Source: an optimization exercise on an open RTL-to-GDS flow (aim: small area). Production flows keep margins and buffers that such runs may drop.
In this exercise RTL edits were held to simulation tests only and were not proved equivalent to the original.
Power and IR drop assume default switching activity.

pepper:
==> module conv2D_int16, before the edit <==
module conv2D_int16(
    input wire  M_AXIS_ACLK,
    input wire  M_AXIS_ARESETN,
    input wire  S_AXIS_ACLK,
    input wire  S_AXIS_ARESETN,
    output wire  M_AXIS_TVALID,
    output wire [15:0] M_AXIS_TDATA,
    output wire [1:0] M_AXIS_TKEEP,
    output wire  M_AXIS_TLAST,
    input wire  M_AXIS_TREADY,
    output wire  S_AXIS_TREADY,
    input wire [15:0] S_AXIS_TDATA,
    input wire [1:0] S_AXIS_TKEEP,
    input wire  S_AXIS_TLAST,
    input wire  S_AXIS_TVALID
    );
    localparam IDLE = 3'b000, FILTER = 3'b001, DRAIN = 3'b010, STREAM = 3'b011,
               FILL0 = 3'b100, FILL3 = 3'b111;
    reg [2:0] state;
    reg [1:0] row;       
    wire RX = M_AXIS_TREADY && S_AXIS_TVALID;
    wire s_load   = state[2:1] == 2'b00;                 
    wire s_idle   = state == IDLE;
    wire s_fill   = state[2];
    wire s_stream = state == STREAM;
    wire s_drain  = state == DRAIN;
    wire ph1 = row[0];
    wire ph2 = row[1];
    wire ph0 = !(row[0] || row[1]);
    wire take = (s_fill || s_stream) && RX;          
    wire pad  = s_drain && !ph2;                     
    wire adv  = take || pad;                         
    assign S_AXIS_TREADY = M_AXIS_TREADY;
    assign M_AXIS_TKEEP  = 2'b11;
    assign M_AXIS_TLAST  = s_drain;
    assign M_AXIS_TVALID = ph2 && (s_drain || (s_stream && S_AXIS_TVALID));
    reg [15:0] f [0:8];
    integer i;
    always @(posedge S_AXIS_ACLK) begin
        if (s_load && RX) begin
            f[0] <= S_AXIS_TDATA;
            for (i = 1; i < 9; i = i + 1) f[i] <= f[i-1];
        end
    end
    wire [15:0] cA = ({16{ph0}} & f[2]) | ({16{ph1}} & f[5]) | ({16{ph2}} & f[8]);  
    wire [15:0] cB = ({16{ph0}} & f[1]) | ({16{ph1}} & f[4]) | ({16{ph2}} & f[7]);  
    wire [15:0] cC = ({16{ph0}} & f[0]) | ({16{ph1}} & f[3]) | ({16{ph2}} & f[6]);  
    wire [15:0] x = S_AXIS_TDATA & {16{take}};
    wire [16:0] xe = {x, 1'b0};
    wire [7:0] one, two, neg;
    genvar k;
    generate for (k = 0; k < 8; k = k + 1) begin : enc
        assign one[k] = xe[2*k] ^ xe[2*k+1];
        assign two[k] = (xe[2*k+2] & ~xe[2*k+1] & ~xe[2*k]) | (~xe[2*k+2] & xe[2*k+1] & xe[2*k]);
        assign neg[k] = xe[2*k+2];
    end endgenerate
    reg [15:0] O, P0, P1, P2;
    wire [15:0] sA, sB, sC;
    mac16 mA (.one(one), .two(two), .neg(neg), .c(cA), .acc(P0), .y(sA));
    mac16 mB (.one(one), .two(two), .neg(neg), .c(cB), .acc(P1), .y(sB));
    mac16 mC (.one(one), .two(two), .neg(neg), .c(cC), .acc(P2), .y(sC));
    wire shift = adv && ph0;
    always @(posedge S_AXIS_ACLK) begin
        if (shift) O <= sA;
        P0 <= shift ? sB : sA;
        P1 <= shift ? sC : sB;
        P2 <= shift ? 16'd0 : sC;
    end
    assign M_AXIS_TDATA = O;
    always @(posedge S_AXIS_ACLK) begin
        if (!S_AXIS_ARESETN) begin
            state <= IDLE;
            row   <= 2'd0;
        end else begin
            if (adv) row <= {ph1, ph0};   
            if (s_fill) begin
                if (RX && ph2) state <= {1'b1, state[1] ^ state[0], !state[0]};   
                if (RX && ph0 && state == FILL3) state <= STREAM;
            end else begin
                case (state)
                    IDLE: begin
                        if (RX) state <= FILTER;
                        else row <= 2'd0;
                    end
                    FILTER: if (RX && S_AXIS_TLAST) state <= FILL0;
                    STREAM: if (RX && S_AXIS_TLAST) state <= DRAIN;
                    DRAIN: if (ph2 && M_AXIS_TREADY) state <= IDLE;
                    default: state <= IDLE;
                endcase
            end
        end
    end
endmodule
Settings: LEC_CHECK=0, CAP_MARGIN=20, CORE_MARGIN=2, CORE_UTILIZATION=45, CTS_BUF_LIST=sky130_fd_sc_hd__clkbuf_8, CTS_CLUSTER_DIAMETER=60, CTS_CLUSTER_SIZE=14, GPL_TIMING_DRIVEN=1, PLACE_DENSITY=0.6, SLEW_MARGIN=20, SYNTH_HIERARCHICAL=1, SYNTH_MINIMUM_KEEP_SIZE=0; clock period 16.0 ns.
standard.sh (not shown) runs the stock make flow with config.mk's settings and CLKGATE_MAP_FILE= SYNTH_SCRIPT=/design/flow/synth_recipe.tcl, a recipe that flattens the netlist after the stock synthesis.
==> flow/flow/run.sh <==
#!/bin/bash
set -euo pipefail
here=$(pwd)
bash standard.sh \
  "POST_FLOORPLAN_TCL=$here/flow/downsize.tcl" \
  "BUFFER_PORTS_ARGS=-buffer_cell sky130_fd_sc_hd__buf_1" \
  "CTS_ARGS=-sink_clustering_enable -repair_clock_nets -sink_clustering_size 8 -sink_clustering_max_diameter 40 -buf_list sky130_fd_sc_hd__clkbuf_4 -dont_use_dummy_load" \
  finish > standard.log 2>&1
Other scripts of this flow, unchanged in this note and not shown: flow/flow/downsize.tcl
Edits applied to the flow inputs when going from pepper to nickel:
==> flow/design.v, changed modules only <==
module conv2D_int16(
    input wire  M_AXIS_ACLK,
    input wire  M_AXIS_ARESETN,
    input wire  S_AXIS_ACLK,
    input wire  S_AXIS_ARESETN,
    output wire  M_AXIS_TVALID,
    output wire [15:0] M_AXIS_TDATA,
    output wire [1:0] M_AXIS_TKEEP,
    output wire  M_AXIS_TLAST,
    input wire  M_AXIS_TREADY,
    output wire  S_AXIS_TREADY,
    input wire [15:0] S_AXIS_TDATA,
    input wire [1:0] S_AXIS_TKEEP,
    input wire  S_AXIS_TLAST,
    input wire  S_AXIS_TVALID
    );
    localparam IDLE = 3'd0, FILTER = 3'd1, FILL = 3'd2, STREAM = 3'd3, DRAIN = 3'd4;
    reg [2:0] state;
    reg [1:0] row;       
    reg [1:0] col;       
    wire RX = M_AXIS_TREADY && S_AXIS_TVALID;
    wire s_idle   = state == IDLE;
    wire s_filter = state == FILTER;
    wire s_fill   = state == FILL;
    wire s_stream = state == STREAM;
    wire s_drain  = state == DRAIN;
    wire ph0 = row == 2'd0;
    wire ph1 = row == 2'd1;
    wire ph2 = row == 2'd2;
    wire take = (s_fill || s_stream) && RX;          
    wire pad  = s_drain && !ph2;                     
    wire adv  = take || pad;                         
    assign S_AXIS_TREADY = M_AXIS_TREADY;
    assign M_AXIS_TKEEP  = 2'b11;
    assign M_AXIS_TLAST  = s_drain;
    assign M_AXIS_TVALID = ph2 && (s_drain || (s_stream && S_AXIS_TVALID));
    reg [15:0] f [0:8];
    integer i;
    always @(posedge S_AXIS_ACLK) begin
        if ((s_idle || s_filter) && RX) begin
            f[0] <= S_AXIS_TDATA;
            for (i = 1; i < 9; i = i + 1) f[i] <= f[i-1];
        end
    end
    wire [15:0] cA = ({16{ph0}} & f[2]) | ({16{ph1}} & f[5]) | ({16{ph2}} & f[8]);  
    wire [15:0] cB = ({16{ph0}} & f[1]) | ({16{ph1}} & f[4]) | ({16{ph2}} & f[7]);  
    wire [15:0] cC = ({16{ph0}} & f[0]) | ({16{ph1}} & f[3]) | ({16{ph2}} & f[6]);  
    wire [15:0] x = S_AXIS_TDATA & {16{take}};
    wire [16:0] xe = {x, 1'b0};
    wire [7:0] one, two, neg;
    genvar k;
    generate for (k = 0; k < 8; k = k + 1) begin : enc
        assign one[k] = xe[2*k] ^ xe[2*k+1];
        assign two[k] = (xe[2*k+2] & ~xe[2*k+1] & ~xe[2*k]) | (~xe[2*k+2] & xe[2*k+1] & xe[2*k]);
        assign neg[k] = xe[2*k+2];
    end endgenerate
    reg [15:0] O, P0, P1, P2;
    wire [15:0] sA, sB, sC;
    mac16 mA (.one(one), .two(two), .neg(neg), .c(cA), .acc(P0), .y(sA));
    mac16 mB (.one(one), .two(two), .neg(neg), .c(cB), .acc(P1), .y(sB));
    mac16 mC (.one(one), .two(two), .neg(neg), .c(cC), .acc(P2), .y(sC));
    wire shift = adv && ph0;
    always @(posedge S_AXIS_ACLK) begin
        if (shift) O <= sA;
        P0 <= shift ? sB : sA;
        P1 <= shift ? sC : sB;
        P2 <= shift ? 16'd0 : sC;
    end
    assign M_AXIS_TDATA = O;
    always @(posedge S_AXIS_ACLK) begin
        if (!S_AXIS_ARESETN) begin
            state <= IDLE;
            row   <= 2'd0;
            col   <= 2'd0;
        end else begin
            if (adv) row <= ph2 ? 2'd0 : row + 2'd1;
            case (state)
                IDLE: begin
                    if (RX) state <= FILTER;
                    else begin
                        row <= 2'd0;
                        col <= 2'd0;
                    end
                end
                FILTER: if (RX && S_AXIS_TLAST) state <= FILL;
                FILL: if (RX) begin
                    if (ph2) col <= col + 2'd1;
                    if (ph0 && col == 2'd3) state <= STREAM;
                end
                STREAM: if (RX && S_AXIS_TLAST) state <= DRAIN;
                DRAIN: if (ph2 && M_AXIS_TREADY) state <= IDLE;
                default: state <= IDLE;
            endcase
        end
    end
endmodule
[summary]
Synthesis-to-layout area growth is higher on nickel
What pepper reported for power in sequential cells has to be multiplied by 0.891 to get the figure for nickel.
pepper has higher time the final worst path needs with I/O delays and setup than nickel.
Synthesized netlist cell count, nickel and pepper: higher on pepper
Of the two values seen for capture point of the critical path, P1[15] was produced by nickel and P0[15] by pepper.
When nickel is set beside pepper, its non-clock inverter total of the final layout turns out to be 4 smaller.
Number of clock buffer instances in the layout, nickel vs pepper: down by a few percent
As far as total of hold buffers inserted after clock tree synthesis goes, pepper and nickel are indistinguishable; the numbers are identical.
On half-perimeter wire length after detailed placement, pepper tracks nickel almost exactly.
Going from pepper to nickel, the worst setup slack before clock tree synthesis was found to have gone up by 190 ps.
Of nickel and pepper, the lower worst max-slew margin expressed relative to the limit belongs to pepper.
Summary: worst-case hold slack, nickel better than pepper
Via count, nickel vs pepper: up slightly
nickel vs pepper: final RePlAce weighted congestion down in nickel
In the tables for nickel and pepper, post-layout net count reads lower with pepper.

========
RTL: one of the versions met above, not the one the previous note started from.
Size in the first run: about 220 flip-flops, ~17000 um2 of cells after synthesis.
==> module conv2D_int16, before the edit <==
module conv2D_int16(
    input wire  M_AXIS_ACLK,
    input wire  M_AXIS_ARESETN,
    input wire  S_AXIS_ACLK,
    input wire  S_AXIS_ARESETN,
    output wire  M_AXIS_TVALID,
    output wire [15:0] M_AXIS_TDATA,
    output wire [1:0] M_AXIS_TKEEP,
    output wire  M_AXIS_TLAST,
    input wire  M_AXIS_TREADY,
    output wire  S_AXIS_TREADY,
    input wire [15:0] S_AXIS_TDATA,
    input wire [1:0] S_AXIS_TKEEP,
    input wire  S_AXIS_TLAST,
    input wire  S_AXIS_TVALID
    );
    localparam IDLE = 3'd0, FILTER = 3'd1, FILL = 3'd2, STREAM = 3'd3, DRAIN = 3'd4;
    reg [2:0] state;
    reg [1:0] row;       
    reg [1:0] col;       
    wire RX = M_AXIS_TREADY && S_AXIS_TVALID;
    wire s_idle   = state == IDLE;
    wire s_filter = state == FILTER;
    wire s_fill   = state == FILL;
    wire s_stream = state == STREAM;
    wire s_drain  = state == DRAIN;
    wire ph0 = row == 2'd0;
    wire ph1 = row == 2'd1;
    wire ph2 = row == 2'd2;
    wire take = (s_fill || s_stream) && RX;          
    wire pad  = s_drain && !ph2;                     
    wire adv  = take || pad;                         
    assign S_AXIS_TREADY = M_AXIS_TREADY;
    assign M_AXIS_TKEEP  = 2'b11;
    assign M_AXIS_TLAST  = s_drain;
    assign M_AXIS_TVALID = ph2 && (s_drain || (s_stream && S_AXIS_TVALID));
    reg [15:0] f [0:8];
    integer i;
    always @(posedge S_AXIS_ACLK) begin
        if ((s_idle || s_filter) && RX) begin
            f[0] <= S_AXIS_TDATA;
            for (i = 1; i < 9; i = i + 1) f[i] <= f[i-1];
        end
    end
    wire [15:0] cA = ({16{ph0}} & f[2]) | ({16{ph1}} & f[5]) | ({16{ph2}} & f[8]);  
    wire [15:0] cB = ({16{ph0}} & f[1]) | ({16{ph1}} & f[4]) | ({16{ph2}} & f[7]);  
    wire [15:0] cC = ({16{ph0}} & f[0]) | ({16{ph1}} & f[3]) | ({16{ph2}} & f[6]);  
    wire [15:0] x = S_AXIS_TDATA & {16{take}};
    wire [16:0] xe = {x, 1'b0};
    wire [7:0] one, two, neg;
    genvar k;
    generate for (k = 0; k < 8; k = k + 1) begin : enc
        assign one[k] = xe[2*k] ^ xe[2*k+1];
        assign two[k] = (xe[2*k+2] & ~xe[2*k+1] & ~xe[2*k]) | (~xe[2*k+2] & xe[2*k+1] & xe[2*k]);
        assign neg[k] = xe[2*k+2];
    end endgenerate
    reg [15:0] O, P0, P1, P2;
    wire [15:0] sA, sB, sC;
    mac16 mA (.one(one), .two(two), .neg(neg), .c(cA), .acc(P0), .y(sA));
    mac16 mB (.one(one), .two(two), .neg(neg), .c(cB), .acc(P1), .y(sB));
    mac16 mC (.one(one), .two(two), .neg(neg), .c(cC), .acc(P2), .y(sC));
    wire shift = adv && ph0;
    always @(posedge S_AXIS_ACLK) begin
        if (shift) O <= sA;
        P0 <= shift ? sB : sA;
        P1 <= shift ? sC : sB;
        P2 <= shift ? 16'd0 : sC;
    end
    assign M_AXIS_TDATA = O;
    always @(posedge S_AXIS_ACLK) begin
        if (!S_AXIS_ARESETN) begin
            state <= IDLE;
            row   <= 2'd0;
            col   <= 2'd0;
        end else begin
            if (adv) row <= ph2 ? 2'd0 : row + 2'd1;
            case (state)
                IDLE: begin
                    if (RX) state <= FILTER;
                    else begin
                        row <= 2'd0;
                        col <= 2'd0;
                    end
                end
                FILTER: if (RX && S_AXIS_TLAST) state <= FILL;
                FILL: if (RX) begin
                    if (ph2) col <= col + 2'd1;
                    if (ph0 && col == 2'd3) state <= STREAM;
                end
                STREAM: if (RX && S_AXIS_TLAST) state <= DRAIN;
                DRAIN: if (ph2 && M_AXIS_TREADY) state <= IDLE;
                default: state <= IDLE;
            endcase
        end
    end
endmodule
clock: 16.0 ns
lec_check: 0
cap_margin: 20
core_margin: 2
core_utilization: 45
cts_buf_list: sky130_fd_sc_hd__clkbuf_8
cts_cluster_diameter: 60
cts_cluster_size: 14
gpl_timing_driven: 1
place_density: 0.6
slew_margin: 20
synth_hierarchical: 1
synth_minimum_keep_size: 0
==> flow/flow/run.sh <==
#!/bin/bash
set -euo pipefail
bash standard.sh \
  "BUFFER_PORTS_ARGS=-buffer_cell sky130_fd_sc_hd__buf_1" \
  "CTS_ARGS=-sink_clustering_enable -repair_clock_nets -sink_clustering_size 14 -sink_clustering_max_diameter 60 -buf_list sky130_fd_sc_hd__clkbuf_8 -dont_use_dummy_load" \
  finish > standard.log 2>&1
Next try:
--- a/flow/design.v
+++ b/flow/design.v
@@ -53,7 +53,7 @@
     generate for (k = 0; k < 8; k = k + 1) begin : enc
         assign one[k] = xe[2*k] ^ xe[2*k+1];
         assign two[k] = (xe[2*k+2] & ~xe[2*k+1] & ~xe[2*k]) | (~xe[2*k+2] & xe[2*k+1] & xe[2*k]);
-        assign neg[k] = xe[2*k+2];
+        assign neg[k] = xe[2*k+2] & ~(xe[2*k+1] & xe[2*k]);
     end endgenerate
     reg [15:0] O, P0, P1, P2;
     wire [15:0] sA, sB, sC;
Effect:
- The new run went through all stages and came out clean
- wire length came out lower slightly
- worst setup slack got worse by 0.32 ns
- critical path depth goes up by 1
- final area barely changes
- die area barely changes
- synthesized area stays flat
- clock skew went down by 0.031 ns
- power went up slightly

afterwards: timing with drivers on the ports:
Ports are ideal in the flow. The routed layouts listed here were re-timed in OpenROAD.
Step 1 assumes that a clkbuf_16 drives the clock port and a buf_2 every other input.
Step 2 moves the port delays by t, midway between the first and last clock arrival at a register: inputs arrive t later, outputs are due t later. That takes back most of the time a late clock gives input paths.
Slacks: no drivers / after step 1 / after step 2; pairs: no drivers / after step 1.
| run | t (ns) | setup WS [ns] | latest minus earliest clock arrival (ns) |
|---|---|---|---|
| pepper | 0.752 | 3.443 / 3.470 / 2.717 | 0.129 / 0.129 |
| nickel | 0.742 | 3.812 / 3.841 / 3.099 | 0.107 / 0.107 |
| the first run of note 2 | 0.627 | 3.948 / 3.977 / 3.350 | 0.092 / 0.093 |
| the second run of note 2 | 0.627 | 3.630 / 3.656 / 3.028 | 0.062 / 0.061 |
After both steps every run listed still meets setup and hold. The setup slack of pepper, which loses most, moves by +0.027 ns with the drivers and by -0.726 ns with both steps.
